This is an optimization exercise on Yosys and OpenROAD, whose aim is small area, not a production implementation. At most, simulation tests tie the RTL to the original design; equivalence was not proved. No activity file was given, so power comes from the tool's default toggle rates.

==> inputs of 02-09 <==
==> flow/design.v <==
module tiny_cache_vlog (
   input        clk,
   input  [7:0] cpu_address,
   input        cpu_rd,
   input        cpu_wr,
   input        reset,
   output       cpuwait,
   output [7:0] memory_address,
   output       memory_rd,
   output       memory_wr,
   input  [7:0] cpu_data_in,
   output [7:0] cpu_data_out,
   input  [7:0] memory_data_in,
   output [7:0] memory_data_out
);
reg st_write, st_miss, st_reset;
reg [7:0]  data_q [0:15];
reg [3:0]  tag_q  [0:15];
reg [15:0] valid;
wire [3:0] idx = cpu_address[3:0];
wire [15:0] sel;
assign memory_address  = cpu_address;
assign memory_data_out = cpu_data_in;
assign memory_rd       = st_miss;
assign memory_wr       = st_write;
wire st_hit = ~(st_write | st_miss | st_reset);
wire fill   = ~reset & (st_write | st_miss);
wire clear  = ~reset & st_reset;
wire [7:0] fill_data = st_miss ? memory_data_in : cpu_data_in;
reg [7:0] rd_data;
reg [3:0] rd_tag;
reg       rd_valid;
integer k;
always @(*) begin
   rd_data  = 8'd0;
   rd_tag   = 4'd0;
   rd_valid = 1'b0;
   for (k = 0; k < 16; k = k + 1) begin
      rd_data  = rd_data  | ({8{sel[k]}} & data_q[k]);
      rd_tag   = rd_tag   | ({4{sel[k]}} & tag_q[k]);
      rd_valid = rd_valid | (sel[k] & valid[k]);
   end
end
assign cpu_data_out = rd_data;
assign cpuwait = cpu_rd & (~rd_valid | (rd_tag != cpu_address[7:4]));
always @(posedge clk) begin
   st_reset <= reset;
   st_miss  <= ~reset & st_hit & cpuwait;
   st_write <= ~reset & st_hit & ~cpuwait & cpu_wr;
end
genvar i;
generate
   for (i = 0; i < 16; i = i + 1) begin : g_line
      assign sel[i] = (idx == i);
      always @(posedge clk) begin
         if (fill & sel[i]) begin
            data_q[i] <= fill_data;
            tag_q[i]  <= cpu_address[7:4];
         end
         valid[i] <= ~clear & (valid[i] | (fill & sel[i]));
      end
   end
endgenerate
endmodule
==> flow/flow/run.sh <==
#!/bin/bash
# Own layout flow: the standard flow (standard.sh) with
#  - an area-oriented ABC script for the combinational logic,
#  - buf_1 cells as the port buffers,
#  - clock tree synthesis without dummy loads, with clkbuf_8 buffers only.
# Each tool's full output stays in orfs/logs; make's own output goes to
# flow_make.log in the work folder.
set -euo pipefail
W=$(pwd)
export OWN_WORK=$W
export OWN_ABC_SCRIPT=$W/flow/abc_area.script
bash standard.sh \
  SYNTH_SCRIPT=$W/flow/synth.tcl \
  "BUFFER_PORTS_ARGS=-buffer_cell sky130_fd_sc_hd__buf_1" \
  "CTS_ARGS=-repair_clock_nets -dont_use_dummy_load -buf_list {sky130_fd_sc_hd__clkbuf_8}" \
  finish > $W/flow_make.log 2>&1
==> flow/flow/abc_area.script <==
&get -n
&st
&dch
&nf -R 1000
&put
==> flow/flow/synth.tcl <==
# The standard synthesis (synth_recipe.tcl in the work folder), with one
# change: the combinational mapping uses an area-recovering ABC script.
# Registers are mapped before this step, so their names and cells are the
# standard synthesis's.
proc abc {args} {
  set i [lsearch -exact $args -script]
  if {$i >= 0} { lset args [expr {$i + 1}] $::env(OWN_ABC_SCRIPT) }
  yosys abc {*}$args
}
source $::env(OWN_WORK)/synth_recipe.tcl
==> flow/standard.sh <==
#!/bin/bash
# synth_recipe.tcl (not shown) runs the flow's synth.tcl, then flattens the netlist and writes it again
# the make line also repeats each setting of config.mk as NAME=value (left out here)
make -C /OpenROAD-flow-scripts/flow DESIGN_CONFIG=/design/flow/config.mk WORK_HOME=/design/flow/orfs CLKGATE_MAP_FILE= SYNTH_SCRIPT=/design/flow/synth_recipe.tcl "${@:-finish}"
==> flow/config.mk <==
export PLATFORM = sky130hd
export DESIGN_NAME = tiny_cache_vlog
export DESIGN_NICKNAME = tiny_cache_vlog
export VERILOG_FILES = /design/flow/design.v
export SDC_FILE = /design/flow/constraint.sdc
export NUM_CORES = 4
export LEC_CHECK = 0
export CAP_MARGIN = 20
export CORE_MARGIN = 2
export CORE_UTILIZATION = 40
export GPL_TIMING_DRIVEN = 0
export PLACE_DENSITY = 0.6
export SLEW_MARGIN = 20
==> flow/constraint.sdc <==
create_clock -name core_clock -period 6.0 [get_ports {clk}]
set_input_delay 1.2000 -clock core_clock [delete_from_list [all_inputs] [get_ports {clk}]]
set_output_delay 1.2000 -clock core_clock [all_outputs]
set_load 0.01 [all_outputs]
==> 07-02: changes against 02-09 <==
==> flow/design.v, changed modules only <==
module tiny_cache_vlog (
   input        clk,
   input  [7:0] cpu_address,
   input        cpu_rd,
   input        cpu_wr,
   input        reset,
   output       cpuwait,
   output [7:0] memory_address,
   output       memory_rd,
   output       memory_wr,
   input  [7:0] cpu_data_in,
   output [7:0] cpu_data_out,
   input  [7:0] memory_data_in,
   output [7:0] memory_data_out
);
reg st_write, st_miss, st_reset;
reg [7:0]  data_q [0:15];
reg [3:0]  tag_q  [0:15];
reg [15:0] valid;
wire [3:0] idx = cpu_address[3:0];
wire [15:0] sel;
wire [3:0] lo, hi;    
assign memory_address  = cpu_address;
assign memory_data_out = cpu_data_in;
assign memory_rd       = st_miss;
assign memory_wr       = st_write;
wire st_hit = ~(st_write | st_miss | st_reset);
wire fill   = ~reset & (st_write | st_miss);
wire clear  = ~reset & st_reset;
wire [7:0] fill_data = st_miss ? memory_data_in : cpu_data_in;
reg [7:0] rd_data;
reg [3:0] rd_tag;
reg       rd_valid;
integer k;
always @(*) begin
   rd_data  = 8'd0;
   rd_tag   = 4'd0;
   rd_valid = 1'b0;
   for (k = 0; k < 16; k = k + 1) begin
      rd_data  = rd_data  | ({8{sel[k]}} & data_q[k]);
      rd_tag   = rd_tag   | ({4{sel[k]}} & tag_q[k]);
      rd_valid = rd_valid | (sel[k] & valid[k]);
   end
end
assign cpu_data_out = rd_data;
assign cpuwait = cpu_rd & (~rd_valid | (rd_tag != cpu_address[7:4]));
always @(posedge clk) begin
   st_reset <= reset;
   st_miss  <= ~reset & st_hit & cpuwait;
   st_write <= ~reset & st_hit & ~cpuwait & cpu_wr;
end
genvar i;
generate
   for (i = 0; i < 4; i = i + 1) begin : g_predec
      assign lo[i] = (idx[1:0] == i);
      assign hi[i] = (idx[3:2] == i);
   end
   for (i = 0; i < 16; i = i + 1) begin : g_line
      wire we;
      tiny_cache_and3 u_we (.a(fill), .b(lo[i % 4]), .c(hi[i / 4]), .y(we));
      assign sel[i] = lo[i % 4] & hi[i / 4];
      always @(posedge clk) begin
         if (we) begin
            data_q[i] <= fill_data;
            tag_q[i]  <= cpu_address[7:4];
         end
         valid[i] <= ~clear & (valid[i] | we);
      end
   end
endgenerate
endmodule
module tiny_cache_and3 (
   input  a,
   input  b,
   input  c,
   output y
);
assign y = a & b & c;
endmodule
==> flow/flow/run.sh (replaced) <==
#!/bin/bash
# Own layout flow: the standard flow (standard.sh) with
#  - an area-oriented ABC script for the combinational logic, with the
#    write-enable AND gates (module tiny_cache_and3) mapped on their own,
#  - buf_1 cells as the port buffers,
#  - gate resizing not limited to same-footprint cells,
#  - clock tree synthesis without dummy loads, with clkbuf_8 buffers only.
# Each tool's full output stays in orfs/logs; make's own output goes to
# flow_make.log in the work folder.
set -euo pipefail
W=$(pwd)
export OWN_WORK=$W
export OWN_ABC_SCRIPT=$W/flow/abc_area.script
bash standard.sh \
  SYNTH_SCRIPT=$W/flow/synth.tcl \
  MATCH_CELL_FOOTPRINT=0 \
  SYNTH_KEEP_MODULES=tiny_cache_and3 \
  "BUFFER_PORTS_ARGS=-buffer_cell sky130_fd_sc_hd__buf_1" \
  "CTS_ARGS=-repair_clock_nets -dont_use_dummy_load -buf_list {sky130_fd_sc_hd__clkbuf_8}" \
  finish > $W/flow_make.log 2>&1
- CAP_MARGIN: 20 -> 0
- CORE_UTILIZATION: 40 -> 65
- GPL_TIMING_DRIVEN: 0 -> default
- PLACE_DENSITY: 0.6 -> 0.75
- SLEW_MARGIN: 20 -> 0
==> comparison table <==
item	07-02	02-09
Status	timing/DRC/antenna clean	timing/DRC/antenna clean
Final hold slack	0.480 ns	0.475 ns
Routed wire length	16900 um	16300 um
Worst reg-to-reg path cell count	13	12
Multiplexer share of the synthesized area	1.16%	1.16%
Compound-gate portion of the synthesized area	9.70%	11.9%
Die W	113 um	143 um
Total Routing Usage GR	28.0%	16.6%
Die span in y	113 um	143 um
Peak supply drop	0.000200 V	0.000116 V
Switching power share of the total	20.3%	20.6%
Invs w/o clock	7	1
Slack of the worst reg-to-reg path	2.71 ns	2.87 ns
Area inside the core boundary	11500 um2	18800 um2
Portion of the layout cell area used by non-clock buffers	4.83%	6.69%
Crit path from	cpu_address[0]	cpu_address[1]
GRT met2 Usage	44.3%	26.8%
Std-Cell Rows	39	50
Clock network power consumption	0.643 mW	0.646 mW
Sequential group share of total power	67.2%	66.7%
Number of vias after detailed routing	4639	4427
Filler instances	703	1605
Detailed placer's ending HPWL	10800 um	11400 um
R2r endpoint	st_write$_DFF_P_	st_miss$_DFF_P_
Multi-input gate share of total cell area	17.6%	18.1%
The RTL of 07-02 was laid out without a check of its function.

==> inputs of build 41 <==
// tiny_cache_vlog: RTL as listed in full above, without the edits since
clock: 6.0 ns
lec_check: 0
cap_margin: 20
core_margin: 2
core_utilization: 65
place_density: 0.75
slew_margin: 20
standard.sh (not shown) runs the stock make flow with config.mk's settings and CLKGATE_MAP_FILE= SYNTH_SCRIPT=/design/flow/synth_recipe.tcl, a recipe that flattens the netlist after the stock synthesis.
==> flow/flow/run.sh <==
#!/bin/bash
# Own layout flow: the standard flow (standard.sh) with
#  - an area-oriented ABC script for the combinational logic,
#  - buf_1 cells as the port buffers,
#  - clock tree synthesis without dummy loads, with clkbuf_8 buffers only.
# Each tool's full output stays in orfs/logs; make's own output goes to
# flow_make.log in the work folder.
set -euo pipefail
W=$(pwd)
export OWN_WORK=$W
export OWN_ABC_SCRIPT=$W/flow/abc_area.script
bash standard.sh \
  SYNTH_SCRIPT=$W/flow/synth.tcl \
  "BUFFER_PORTS_ARGS=-buffer_cell sky130_fd_sc_hd__buf_1" \
  "CTS_ARGS=-repair_clock_nets -dont_use_dummy_load -buf_list {sky130_fd_sc_hd__clkbuf_8}" \
  finish > $W/flow_make.log 2>&1
==> flow/flow/abc_area.script <==
&get -n
&st
&dch
&nf -R 1000
&put
==> flow/flow/synth.tcl <==
# The standard synthesis (synth_recipe.tcl in the work folder), with one
# change: the combinational mapping uses an area-recovering ABC script.
# Registers are mapped before this step, so their names and cells are the
# standard synthesis's.
proc abc {args} {
  set i [lsearch -exact $args -script]
  if {$i >= 0} { lset args [expr {$i + 1}] $::env(OWN_ABC_SCRIPT) }
  yosys abc {*}$args
}
source $::env(OWN_WORK)/synth_recipe.tcl
==> trial 87 (differences from build 41) <==
==> flow/run.sh (new file) <==
#!/bin/bash
# synth_recipe.tcl (not shown) runs the flow's synth.tcl, then flattens the netlist and writes it again
# the make line also repeats each setting of config.mk as NAME=value (left out here)
make -C /OpenROAD-flow-scripts/flow DESIGN_CONFIG=/design/flow/config.mk WORK_HOME=/design/flow/orfs CLKGATE_MAP_FILE= SYNTH_SCRIPT=/design/flow/synth_recipe.tcl finish
--- a/flow/config.mk
+++ b/flow/config.mk
@@ -7,6 +7,7 @@
 export LEC_CHECK = 0
+export ABC_AREA = 1
 export CAP_MARGIN = 20
 export CORE_MARGIN = 2
-export CORE_UTILIZATION = 65
-export PLACE_DENSITY = 0.75
+export CORE_UTILIZATION = 40
+export PLACE_DENSITY = 0.6
 export SLEW_MARGIN = 20
removed: flow/flow/run.sh
removed: flow/flow/abc_area.script
removed: flow/flow/synth.tcl
removed: flow/standard.sh
==> notes.md <==
Final-layout non-clock buffer area share: trial 87 7.16%; build 41 5.06%
Worst reg2reg path endpoint: trial 87 tag_q[10][2]; build 41 st_miss
Slack of the worst reg-to-reg path: trial 87 3.32 ns; build 41 2.99 ns
Fmax: trial 87 185 MHz; build 41 176 MHz
CP arrival: trial 87 4.19 ns; build 41 4.48 ns
Dpl ws: trial 87 0.599 ns; build 41 0.400 ns
Reported leakage power: trial 87 3.63 nW; build 41 2.74 nW
Final weighted congestion of routability-driven global placement: trial 87 0.816; build 41 0.834
Clock transition time at the flip-flop clock pins of the worst setup and hold paths: trial 87 0.06 ns; build 41 0.09 ns
Bufs and invs on worst path: trial 87 4; build 41 3
Setup Skew: trial 87 0.0122 ns; build 41 0.0192 ns
Area after DPL: trial 87 9200 µm²; build 41 8320 µm²
Share of cell area taken by muxes after synthesis: trial 87 0%; build 41 1.16%
Result of the run: trial 87 timing/DRC/antenna clean; build 41 timing/DRC/antenna clean
Non-filler cells in the finished layout: trial 87 1024; build 41 663
Non-clock inverter total of the final layout: trial 87 32; build 41 1
Total Wirelength: trial 87 20600 µm; build 41 15400 µm
Maximum vdd drop: trial 87 246 µV; build 41 397 µV
Wire length per cell: trial 87 20.1 µm; build 41 23.2 µm
Top-area cell type share of the netlist area: trial 87 69.3%; build 41 74.6%

==> exp/yarrow: inputs <==
RTL: the design.v shown in full above, as it stands there.
export LEC_CHECK = 0
export CAP_MARGIN = 0
export CORE_MARGIN = 2
export CORE_UTILIZATION = 65
export GPL_TIMING_DRIVEN = 0
export PLACE_DENSITY = 0.75
export SLEW_MARGIN = 0
create_clock -name core_clock -period 6.0 [get_ports {clk}]
==> flow/flow/run.sh <==
#!/bin/bash
# Own layout flow: the standard flow (standard.sh) with
#  - an area-oriented ABC script for the combinational logic,
#  - buf_1 cells as the port buffers,
#  - gate resizing not limited to same-footprint cells,
#  - placement that is not timing-driven, with synthesis buffers removed first,
#  - clock tree synthesis without dummy loads, with clkbuf_8 buffers only.
# Each tool's full output stays in orfs/logs; make's own output goes to
# flow_make.log in the work folder.
set -euo pipefail
W=$(pwd)
export OWN_WORK=$W
export OWN_ABC_SCRIPT=$W/flow/abc_area.script
bash standard.sh \
  SYNTH_SCRIPT=$W/flow/synth.tcl \
  MATCH_CELL_FOOTPRINT=0 \
  PRE_GLOBAL_PLACE_TCL=$W/flow/pre_gpl.tcl \
  "BUFFER_PORTS_ARGS=-buffer_cell sky130_fd_sc_hd__buf_1" \
  "CTS_ARGS=-repair_clock_nets -dont_use_dummy_load -buf_list {sky130_fd_sc_hd__clkbuf_8}" \
  finish > $W/flow_make.log 2>&1
==> flow/flow/abc_area.script <==
&get -n
&st
&dch
&nf -R 1000
&put
==> flow/flow/pre_gpl.tcl <==
# Before global placement: take out the buffers synthesis put on the
# port-to-port feedthroughs (timing-driven placement, which would do this,
# is off); buffer_ports then buffers every port as usual.
remove_buffers
==> flow/flow/synth.tcl <==
# The standard synthesis (synth_recipe.tcl in the work folder), with one
# change: the combinational mapping uses an area-recovering ABC script.
# Registers are mapped before this step, so their names and cells are the
# standard synthesis's.
proc abc {args} {
  set i [lsearch -exact $args -script]
  if {$i >= 0} { lset args [expr {$i + 1}] $::env(OWN_ABC_SCRIPT) }
  yosys abc {*}$args
}
source $::env(OWN_WORK)/synth_recipe.tcl
==> exp/ember (differences from exp/yarrow) <==
==> flow/design.v, changed modules only <==
module tiny_cache_vlog (
   input        clk,
   input  [7:0] cpu_address,
   input        cpu_rd,
   input        cpu_wr,
   input        reset,
   output       cpuwait,
   output [7:0] memory_address,
   output       memory_rd,
   output       memory_wr,
   input  [7:0] cpu_data_in,
   output [7:0] cpu_data_out,
   input  [7:0] memory_data_in,
   output [7:0] memory_data_out
);
reg st_write, st_miss, st_reset;
reg [7:0]  data_q [0:15];
reg [3:0]  tag_q  [0:15];
reg [15:0] valid;
wire [3:0] idx = cpu_address[3:0];
wire [15:0] sel;
wire [3:0] lo_n, hi_n;    
assign memory_address  = cpu_address;
assign memory_data_out = cpu_data_in;
assign memory_rd       = st_miss;
assign memory_wr       = st_write;
wire st_hit = ~(st_write | st_miss | st_reset);
wire fill   = ~reset & (st_write | st_miss);
wire clear  = ~reset & st_reset;
wire [7:0] fill_data = st_miss ? memory_data_in : cpu_data_in;
reg [7:0] rd_data;
reg [3:0] rd_tag;
reg       rd_valid;
integer k;
always @(*) begin
   rd_data  = 8'd0;
   rd_tag   = 4'd0;
   rd_valid = 1'b0;
   for (k = 0; k < 16; k = k + 1) begin
      rd_data  = rd_data  | ({8{sel[k]}} & data_q[k]);
      rd_tag   = rd_tag   | ({4{sel[k]}} & tag_q[k]);
      rd_valid = rd_valid | (sel[k] & valid[k]);
   end
end
assign cpu_data_out = rd_data;
assign cpuwait = cpu_rd & (~rd_valid | (rd_tag != cpu_address[7:4]));
always @(posedge clk) begin
   st_reset <= reset;
   st_miss  <= ~reset & st_hit & cpuwait;
   st_write <= ~reset & st_hit & ~cpuwait & cpu_wr;
end
genvar i;
generate
   for (i = 0; i < 4; i = i + 1) begin : g_predec
      assign lo_n[i] = (idx[1:0] != i);
      assign hi_n[i] = (idx[3:2] != i);
   end
   for (i = 0; i < 16; i = i + 1) begin : g_line
      wire we;
      tiny_cache_nor2 u_sel (.a(lo_n[i % 4]), .b(hi_n[i / 4]), .y(sel[i]));
      tiny_cache_and2 u_we  (.a(sel[i]), .b(fill), .y(we));
      always @(posedge clk) begin
         if (we) begin
            data_q[i] <= fill_data;
            tag_q[i]  <= cpu_address[7:4];
         end
         valid[i] <= ~clear & (valid[i] | we);
      end
   end
endgenerate
endmodule
module tiny_cache_nor2 (
   input  a,
   input  b,
   output y
);
assign y = ~(a | b);
endmodule
module tiny_cache_and2 (
   input  a,
   input  b,
   output y
);
assign y = a & b;
endmodule
==> flow/flow/run.sh (replaced) <==
#!/bin/bash
# Own layout flow: the standard flow (standard.sh) with
#  - an area-oriented ABC script for the combinational logic, with the
#    line select and write-enable gates (modules tiny_cache_nor2 and
#    tiny_cache_and2) mapped on their own,
#  - buf_1 cells as the port buffers,
#  - gate resizing not limited to same-footprint cells,
#  - placement that is not timing-driven, with synthesis buffers removed first,
#  - clock tree synthesis without dummy loads, with clkbuf_4 buffers and clusters of at most 10 sinks.
# Each tool's full output stays in orfs/logs; make's own output goes to
# flow_make.log in the work folder.
set -euo pipefail
W=$(pwd)
export OWN_WORK=$W
export OWN_ABC_SCRIPT=$W/flow/abc_area.script
bash standard.sh \
  SYNTH_SCRIPT=$W/flow/synth.tcl \
  MATCH_CELL_FOOTPRINT=0 \
  "SYNTH_KEEP_MODULES=tiny_cache_nor2 tiny_cache_and2" \
  PRE_GLOBAL_PLACE_TCL=$W/flow/pre_gpl.tcl \
  "BUFFER_PORTS_ARGS=-buffer_cell sky130_fd_sc_hd__buf_1" \
  "CTS_ARGS=-sink_clustering_enable -repair_clock_nets -dont_use_dummy_load -sink_clustering_size 10 -sink_clustering_max_diameter 40 -sink_clustering_buffer sky130_fd_sc_hd__clkbuf_4 -buf_list {sky130_fd_sc_hd__clkbuf_4}" \
  finish > $W/flow_make.log 2>&1
==> flow/flow/abc_area.script (replaced) <==
strash
dc2
&get -n
&dch -f
&nf -R 1000
&put
Settings changed: CAP_MARGIN 0 to 10, SLEW_MARGIN 0 to 10.
==> notes <==
- Against exp/yarrow, the die area of exp/ember is lower by 0.73%.
- Of exp/ember and exp/yarrow, exp/yarrow has the higher non-clock buffer count (gap 9).
- Against exp/yarrow, the global-route usage of exp/ember is higher by 4.4 points.
- Against exp/yarrow, the combinational power of exp/ember is smaller by about 17%.
- Between exp/yarrow and exp/ember, the lower cell area is in exp/ember (gap about 3.5%, measured against exp/ember).
- Against exp/ember, the hold slack of exp/yarrow is worse by 0.015 ns.
- Sequential share of layout area: exp/yarrow is lower than exp/ember (2.5 points).
- Of exp/yarrow and exp/ember, exp/ember has the higher clock skew (gap 0.012 ns).

-- port drivers added, routing unchanged --
The results above use ideal ports. As a check the final layouts listed here were re-extracted and re-timed, cells and wires unchanged.
Step 1, drivers: a clkbuf_16 drives clk and a buf_2 each remaining input, both assumed.
Step 2, shift: input delay + t, output delay - t, t = (earliest + latest rising clock arrival at the registers) / 2. This alone moves slack from input paths to output paths.
Three values: ideal ports, drivers, drivers and shift; two values: the first two.
run | shift t [ns] | slack for setup (ns) | worst setup path after step 2
02-09 | 0.481 | 0.223 / 0.202 / 0.202 | input to output
07-02 | 0.484 | 0.309 / 0.289 / 0.289 | input to output
build 41 | 0.496 | 0.319 / 0.294 / 0.294 | input to output
trial 87 | 0.545 | 0.607 / 0.584 / 0.584 | input to output
exp/yarrow | 0.491 | 0.289 / 0.252 / 0.252 | input to output
exp/ember | 0.614 | 0.341 / 0.318 / 0.318 | input to output
After both steps setup and hold are still met in every run listed. For exp/yarrow, which loses most, drivers alone change the setup slack by -0.037 ns; drivers and shift together by -0.037 ns.
